This is an optimization exercise on Yosys and OpenROAD, whose aim is small area and a short achievable clock period, not a production implementation.
Where RTL was checked, it was by simulation tests only, not by an equivalence proof against the original.
No activity file was given, so power comes from the tool's default toggle rates.

job 101:
==> flow/design.v <==
module finalproject #(
    parameter CLK_FREQ_HZ = 8_000,
    parameter SCAN_RATE   = 1000
)(
    input  wire        CLK,
    input  wire        RST_N,
    input  wire [3:0]  ROWS,
    output reg  [3:0]  COLS,
    output wire [7:0]  HEX0,
    output wire [7:0]  HEX1,
    output wire [7:0]  HEX2,
    output wire [9:0]  LEDS,
    output wire [7:0]  DBG
);
    reg [2:0] cnt;
    reg       tick;        
    reg       first;       
    always @(posedge CLK or negedge RST_N) begin
        if (!RST_N) begin
            cnt   <= 3'd0;
            tick  <= 1'b0;
            first <= 1'b1;
            COLS  <= 4'b1110;
        end else begin
            cnt  <= cnt + 3'd1;
            tick <= (cnt == 3'd7);
            if (tick) begin
                first <= 1'b0;
                if (!first) COLS <= {COLS[2:0], COLS[3]};
            end
        end
    end
    wire one_row = (ROWS == 4'b1110) | (ROWS == 4'b1101) |
                   (ROWS == 4'b1011) | (ROWS == 4'b0111);
    wire [1:0] cidx = {~COLS[3] | ~COLS[2], ~COLS[3] | ~COLS[1]};
    wire [1:0] ridx = {~ROWS[3] | ~ROWS[2], ~ROWS[3] | ~ROWS[1]};
    reg [3:0] kcode;
    always @(*) begin
        case ({cidx, ridx})
            4'b00_00: kcode = 4'd1;  4'b00_01: kcode = 4'd4;
            4'b00_10: kcode = 4'd7;  4'b00_11: kcode = 4'hE;
            4'b01_00: kcode = 4'd2;  4'b01_01: kcode = 4'd5;
            4'b01_10: kcode = 4'd8;  4'b01_11: kcode = 4'd0;
            4'b10_00: kcode = 4'd3;  4'b10_01: kcode = 4'd6;
            4'b10_10: kcode = 4'd9;  4'b10_11: kcode = 4'hF;
            4'b11_00: kcode = 4'hA;  4'b11_01: kcode = 4'hB;
            4'b11_10: kcode = 4'hC;  default:  kcode = 4'hD;
        endcase
    end
    reg [3:0] code;        
    reg       kev;         
    reg       idle;        
    always @(posedge CLK) code <= kcode;
    always @(posedge CLK or negedge RST_N) begin
        if (!RST_N) begin
            kev  <= 1'b0;
            idle <= 1'b1;
        end else begin
            kev <= tick & idle & one_row;
            if (tick) idle <= (ROWS == 4'b1111);
        end
    end
    wire k_clr   = (code == 4'hE);
    wire k_eq    = (code == 4'hF);
    wire k_op    = code[3] & (code[2] ^ code[1]);
    wire k_digit = ~code[3] | ~(code[2] | code[1]);
    function [6:0] seg;
        input [3:0] v;
        begin
            seg[0] = (v[0] & ~v[1] & ~v[2] & ~v[3]) | (v[0] & ~v[1] & v[2] & v[3]) | (~v[0] & ~v[1] & v[2] & ~v[3]) | (v[0] & v[1] & ~v[2] & v[3]);
            seg[1] = (~v[0] & v[2] & v[3]) | (v[0] & ~v[1] & v[2] & ~v[3]) | (~v[0] & v[1] & v[2]) | (v[0] & v[1] & v[3]);
            seg[2] = (~v[0] & v[1] & ~v[2] & ~v[3]) | (v[1] & v[2] & v[3]) | (~v[0] & v[2] & v[3]);
            seg[3] = (v[0] & ~v[1] & ~v[2] & ~v[3]) | (~v[0] & ~v[1] & v[2] & ~v[3]) | (~v[0] & v[1] & ~v[2] & v[3]) | (v[0] & v[1] & v[2]);
            seg[4] = (v[0] & ~v[3]) | (~v[1] & v[2] & ~v[3]) | (v[0] & ~v[1] & ~v[2]);
            seg[5] = (v[0] & ~v[1] & v[2] & v[3]) | (v[1] & ~v[2] & ~v[3]) | (v[0] & ~v[2] & ~v[3]) | (v[0] & v[1] & ~v[3]);
            seg[6] = (~v[0] & ~v[1] & v[2] & v[3]) | (v[0] & v[1] & v[2] & ~v[3]) | (~v[1] & ~v[2] & ~v[3]);
        end
    endfunction
    reg [6:0] opa, opb;
    reg [2:0] op;
    reg       opsel;
    reg       done;
    reg       first_op;
    reg [1:0] dcnt;
    reg [3:0] last_key;
    reg       ready;
    reg [6:0] hex0, hex1, hex2;
    reg [12:0] lfsr;
    wire acc   = kev & ready;
    wire work  = acc & ~k_clr & ~done;      
    wire w_dig = work & k_digit;
    wire w_op  = work & k_op;
    wire w_eq  = work & k_eq;
    wire w_clr = acc & k_clr;
    wire       two = (dcnt == 2'd1);
    wire [6:0] x10 = {last_key, 3'b000} + {2'b00, last_key, 1'b0} + {3'b000, code};
    wire [6:0] nv  = two ? x10 : {3'b000, code};
    localparam [12:0] LFSR_SEED = 13'h0001;
    localparam [12:0] LFSR_END  = 13'h1914;
    wire [12:0] lfsr_nx = {lfsr[11:0], lfsr[12] ^ lfsr[3] ^ lfsr[2] ^ lfsr[0]};
    always @(posedge CLK)
        lfsr <= work ? LFSR_SEED : lfsr_nx;
    localparam S_IDLE = 3'd0, S_WAIT = 3'd1, S_START = 3'd2, S_LOOP = 3'd3,
               S_FIX = 3'd4, S_CONV = 3'd5, S_SEG = 3'd6;
    reg [7:0] R, Q;
    reg       c, qc, eqf;
    reg [2:0] st;
    wire op_add = (op == 3'd1);
    wire op_sub = (op == 3'd2);
    wire op_mul = (op == 3'd3);
    wire op_div = (op == 3'd4);
    wire k0 = (cnt == 3'd0);
    wire k7 = (cnt == 3'd7);
    wire [7:0] opa8 = {1'b0, opa};
    wire [7:0] opb8 = {1'b0, opb};
    wire ab = opa8[cnt];
    wire bb = opb8[cnt];
    wire tb = (cnt == 3'd1) | (cnt == 3'd3);                  
    wire eb = (cnt == 3'd1) | (cnt == 3'd2) | (cnt == 3'd3);   
    wire bz  = (opb == 7'd0);
    wire err = op_div & bz;
    wire ld  = op_add | op_sub | op_div;
    wire in_conv = (st == S_CONV);
    wire sub = in_conv | op_sub | op_div;
    wire rb  = R[0];
    wire qb  = Q[0];
    wire yb  = (in_conv ? tb : bb) ^ sub;
    wire cin = k0 ? sub : c;
    wire sb  = rb ^ yb ^ cin;
    wire cout = (rb & yb) | (cin & (rb ^ yb));
    wire qcin = k0 | qc;
    wire qs  = qb ^ qcin;
    reg nbR, nbQ;
    always @(*) begin
        case (st)
            S_START: begin
                nbR = err ? eb : (ld & ab);
                nbQ = err ? eb : ld;
            end
            S_LOOP, S_CONV: begin
                nbR = sb;
                nbQ = qs;
            end
            S_FIX: begin
                nbR = op_div ? qb : (op_mul & rb);
                nbQ = 1'b0;
            end
            default: begin
                nbR = rb;
                nbQ = qb;
            end
        endcase
        if (k7) begin
            nbR = 1'b0;
            nbQ = 1'b0;
        end
    end
    wire ge10 = R[7] | R[6] | R[5] | (R[4] & (R[3] | R[2]));
    wire q9   = Q[4] & Q[1];
    wire [2:0] s_cs = (ge10 & ~q9) ? S_CONV : S_SEG;
    wire [3:0] units = {R[2], R[1], R[0], R[7]};       
    wire [3:0] s0   = (st == S_SEG) ? Q[4:1] : (k_eq ? (units & {4{opsel}}) : code);
    wire [6:0] seg0 = seg(s0);
    reg [2:0] st_n;
    always @(*) begin
        case (st)
            S_WAIT:  st_n = S_START;
            S_START: st_n = err ? S_SEG : ((ld | (op_mul & ~eqf)) ? S_LOOP : s_cs);
            S_LOOP:  st_n = op_mul ? (eqf ? S_FIX : S_LOOP) :
                            op_div ? (c ? S_LOOP : S_FIX) :
                            op_sub ? (c ? s_cs : S_FIX) : s_cs;
            S_FIX:   st_n = s_cs;
            S_CONV:  st_n = s_cs;
            default: st_n = S_IDLE;
        endcase
    end
    always @(posedge CLK) begin
        c   <= cout;
        qc  <= qcin & qb;
        eqf <= (k0 | eqf) & ~(nbQ ^ ab);
        R   <= {nbR, R[7:1]};
        if ((st == S_SEG) & k7) Q <= {1'b0, seg0};
        else Q <= {nbQ, Q[7:1]};
    end
    always @(posedge CLK or negedge RST_N) begin
        if (!RST_N) st <= S_IDLE;
        else if (w_dig | w_op) st <= S_WAIT;
        else if (k7) st <= st_n;
    end
    wire [2:0] op_n   = w_clr ? 3'd0 : (w_op ? code[2:0] - 3'd1 : op);
    wire       done_n = ~w_clr & (done | w_eq);
    always @(posedge CLK or negedge RST_N) begin
        if (!RST_N) begin
            opa <= 0; opb <= 0; op <= 0; opsel <= 0; done <= 0;
            first_op <= 1; dcnt <= 0; last_key <= 0; ready <= 1;
            hex0 <= 7'b1000000; hex1 <= 7'b1111111; hex2 <= 7'b1111111;
        end else begin
            if (work) ready <= 1'b0;
            else if (lfsr == LFSR_END) ready <= 1'b1;
            if (acc) last_key <= code;
            if (w_clr | (w_dig & first_op)) opa <= w_clr ? 7'd0 : nv;
            if (w_clr | (w_dig & ~first_op)) opb <= w_clr ? 7'd0 : nv;
            op <= op_n;
            done <= done_n;
            if (w_clr | w_op) opsel <= w_op;
            if (w_clr | w_op) first_op <= w_clr;
            if (w_clr | w_op | w_dig) dcnt <= w_dig ? (two ? 2'd2 : 2'd1) : 2'd0;
            if (w_clr) hex0 <= 7'b1000000;
            else if (w_dig | w_eq) hex0 <= seg0;
            if (w_eq) hex1 <= opsel ? {Q[5:0], Q[7]} : 7'b1000000;
            else if (w_dig & two) hex1 <= hex0;
            else if (w_clr | w_op | w_dig) hex1 <= 7'b1111111;
            if (w_clr) hex2 <= 7'b1111111;
            else if (w_op)
                case (code[2:0])
                    3'b010:  hex2 <= 7'b0001000;     
                    3'b011:  hex2 <= 7'b0000011;     
                    3'b100:  hex2 <= 7'b1000110;     
                    default: hex2 <= 7'b0100001;     
                endcase
            else if (w_eq & ~opsel) hex2 <= 7'b0001110;   
        end
    end
    assign HEX0 = {1'b1, hex0};
    assign HEX1 = {1'b1, hex1};
    assign HEX2 = {1'b1, hex2};
    assign LEDS = {done, opsel, first_op, dcnt, ready, last_key};
    assign DBG  = {op, done, opa[3:0]};
endmodule
clock: 10.0 ns
lec_check: 0
abc_area: 1
cap_margin: 20
core_margin: 2
core_utilization: 40
slew_margin: 20
standard.sh (not shown) runs the stock make flow with config.mk's settings and CLKGATE_MAP_FILE= SYNTH_SCRIPT=/design/flow/synth_recipe.tcl, a recipe that flattens the netlist after the stock synthesis.
==> flow/flow/run.sh <==
#!/bin/bash
# Own flow: the standard layout (standard.sh, unchanged synthesis,
# floorplan, power grid, placement, CTS and routing), with two changes:
#  - the port buffers are plain buffers instead of the delay cells that
#    buffer_ports picks by default;
#  - setup repair aims at a margin below the clock period.
# Each tool's full output stays in orfs/logs; make's output goes to
# standard.log in this folder.
set -euo pipefail
bash standard.sh \
  "BUFFER_PORTS_ARGS=-buffer_cell sky130_fd_sc_hd__buf_2" \
  SETUP_SLACK_MARGIN=7 \
  finish > standard.log 2>&1
### job 101 -> job 102
diff --git a/flow/design.v b/flow/design.v
--- a/flow/design.v
+++ b/flow/design.v
@@ -5,7 +5,7 @@
     input  wire        CLK,
     input  wire        RST_N,
     input  wire [3:0]  ROWS,
-    output reg  [3:0]  COLS,
+    output wire [3:0]  COLS,
     output wire [7:0]  HEX0,
     output wire [7:0]  HEX1,
     output wire [7:0]  HEX2,
@@ -15,24 +15,25 @@
     reg [2:0] cnt;
     reg       tick;        
     reg       first;       
+    reg [3:0] ncols;       
     always @(posedge CLK or negedge RST_N) begin
         if (!RST_N) begin
             cnt   <= 3'd0;
             tick  <= 1'b0;
             first <= 1'b1;
-            COLS  <= 4'b1110;
+            ncols <= 4'b0001;
         end else begin
             cnt  <= cnt + 3'd1;
             tick <= (cnt == 3'd7);
             if (tick) begin
                 first <= 1'b0;
-                if (!first) COLS <= {COLS[2:0], COLS[3]};
+                if (!first) ncols <= {ncols[2:0], ncols[3]};
             end
         end
     end
     wire one_row = (ROWS == 4'b1110) | (ROWS == 4'b1101) |
                    (ROWS == 4'b1011) | (ROWS == 4'b0111);
-    wire [1:0] cidx = {~COLS[3] | ~COLS[2], ~COLS[3] | ~COLS[1]};
+    wire [1:0] cidx = {ncols[3] | ncols[2], ncols[3] | ncols[1]};
     wire [1:0] ridx = {~ROWS[3] | ~ROWS[2], ~ROWS[3] | ~ROWS[1]};
     reg [3:0] kcode;
     always @(*) begin
@@ -80,11 +81,16 @@
     reg [2:0] op;
     reg       opsel;
     reg       done;
-    reg       first_op;
+    reg       nfirst_op;   
+    wire      first_op = ~nfirst_op;
     reg [1:0] dcnt;
     reg [3:0] last_key;
-    reg       ready;
-    reg [6:0] hex0, hex1, hex2;
+    reg       nready;      
+    wire      ready = ~nready;
+    reg [6:0] nh0, nh1, nh2;
+    wire [6:0] hex0 = nh0 ^ 7'b1000000;
+    wire [6:0] hex1 = ~nh1;
+    wire [6:0] hex2 = ~nh2;
     reg [12:0] lfsr;
     wire acc   = kev & ready;
     wire work  = acc & ~k_clr & ~done;      
@@ -192,38 +198,39 @@
     always @(posedge CLK or negedge RST_N) begin
         if (!RST_N) begin
             opa <= 0; opb <= 0; op <= 0; opsel <= 0; done <= 0;
-            first_op <= 1; dcnt <= 0; last_key <= 0; ready <= 1;
-            hex0 <= 7'b1000000; hex1 <= 7'b1111111; hex2 <= 7'b1111111;
+            nfirst_op <= 0; dcnt <= 0; last_key <= 0; nready <= 0;
+            nh0 <= 7'd0; nh1 <= 7'd0; nh2 <= 7'd0;
         end else begin
-            if (work) ready <= 1'b0;
-            else if (lfsr == LFSR_END) ready <= 1'b1;
+            if (work) nready <= 1'b1;
+            else if (lfsr == LFSR_END) nready <= 1'b0;
             if (acc) last_key <= code;
             if (w_clr | (w_dig & first_op)) opa <= w_clr ? 7'd0 : nv;
             if (w_clr | (w_dig & ~first_op)) opb <= w_clr ? 7'd0 : nv;
             op <= op_n;
             done <= done_n;
             if (w_clr | w_op) opsel <= w_op;
-            if (w_clr | w_op) first_op <= w_clr;
+            if (w_clr | w_op) nfirst_op <= ~w_clr;
             if (w_clr | w_op | w_dig) dcnt <= w_dig ? (two ? 2'd2 : 2'd1) : 2'd0;
-            if (w_clr) hex0 <= 7'b1000000;
-            else if (w_dig | w_eq) hex0 <= seg0;
-            if (w_eq) hex1 <= opsel ? {Q[5:0], Q[7]} : 7'b1000000;
-            else if (w_dig & two) hex1 <= hex0;
-            else if (w_clr | w_op | w_dig) hex1 <= 7'b1111111;
-            if (w_clr) hex2 <= 7'b1111111;
+            if (w_clr) nh0 <= (7'b1000000) ^ 7'b1000000;
+            else if (w_dig | w_eq) nh0 <= (seg0) ^ 7'b1000000;
+            if (w_eq) nh1 <= ~(opsel ? {Q[5:0], Q[7]} : 7'b1000000);
+            else if (w_dig & two) nh1 <= ~(hex0);
+            else if (w_clr | w_op | w_dig) nh1 <= ~(7'b1111111);
+            if (w_clr) nh2 <= ~(7'b1111111);
             else if (w_op)
                 case (code[2:0])
-                    3'b010:  hex2 <= 7'b0001000;     
-                    3'b011:  hex2 <= 7'b0000011;     
-                    3'b100:  hex2 <= 7'b1000110;     
-                    default: hex2 <= 7'b0100001;     
+                    3'b010:  nh2 <= ~(7'b0001000);     
+                    3'b011:  nh2 <= ~(7'b0000011);     
+                    3'b100:  nh2 <= ~(7'b1000110);     
+                    default: nh2 <= ~(7'b0100001);     
                 endcase
-            else if (w_eq & ~opsel) hex2 <= 7'b0001110;   
+            else if (w_eq & ~opsel) nh2 <= ~(7'b0001110);   
         end
     end
     assign HEX0 = {1'b1, hex0};
     assign HEX1 = {1'b1, hex1};
     assign HEX2 = {1'b1, hex2};
     assign LEDS = {done, opsel, first_op, dcnt, ready, last_key};
+    assign COLS = ~ncols;
     assign DBG  = {op, done, opa[3:0]};
 endmodule
Notes after the runs:
Fraction of standard cell area that is sequential across job 102 and job 101: no real change. In the flow results for job 102 and job 101, the final design utilization is larger on job 101. Looking at proportion of power drawn by combinational gates, job 102 sits 15 points higher than job 101 does. Side by side, final period demand of the worst path turned out higher in job 102 than in job 101. Largest cell class by area: registers -> job 101, multi-input combinational cells -> job 102. Job 102 against job 101: arithmetic-cell share of the synthesized area counting full adders, half adders and majority gates fell by 0.45 points, count of clock buffers in the final design fell by 1, synthesized-area fraction occupied by xor and xnor cells stayed essentially flat. The post-placement cell area in job 102 sits about 1.6% above the value recorded for job 101. For job 101, the endpoint of the worst setup timing path was HEX0[6], unlike job 102, where it was COLS[0]. Timing-limited maximum frequency in job 102 is 0.38% lower than in job 101.
Function not checked in job 102: the RTL went through the layout flow alone.

-- static timing again, ports no longer ideal --
How much do the figures lean on ideal ports? The routed layouts below were timed once more, with nothing changed but the port constraints.
Step 1: set_driving_cell puts a clkbuf_16 on CLK and a buf_2 on each other input, an assumption about the parent block.
Step 2 moves the port delays by t, midway between the first and last clock arrival at a register: inputs arrive t later, outputs are due t later. That takes back most of the time a late clock gives input paths.
Three values: no drivers, after step 1, after step 2; two values: the first two.
run | shift t [ns] | slack for setup (ns) | hold slack, ns | worst setup path at the end | worst slew at a driven data input, ns
job 101 | 0.376 | 6.984 / 6.949 / 7.128 | 0.351 / 0.351 / 0.351 | input to register | 0.03
job 102 | 0.381 | 6.973 / 6.935 / 7.139 | 0.353 / 0.353 / 0.353 | input to register | 0.03
After both steps every run listed still meets setup and hold.
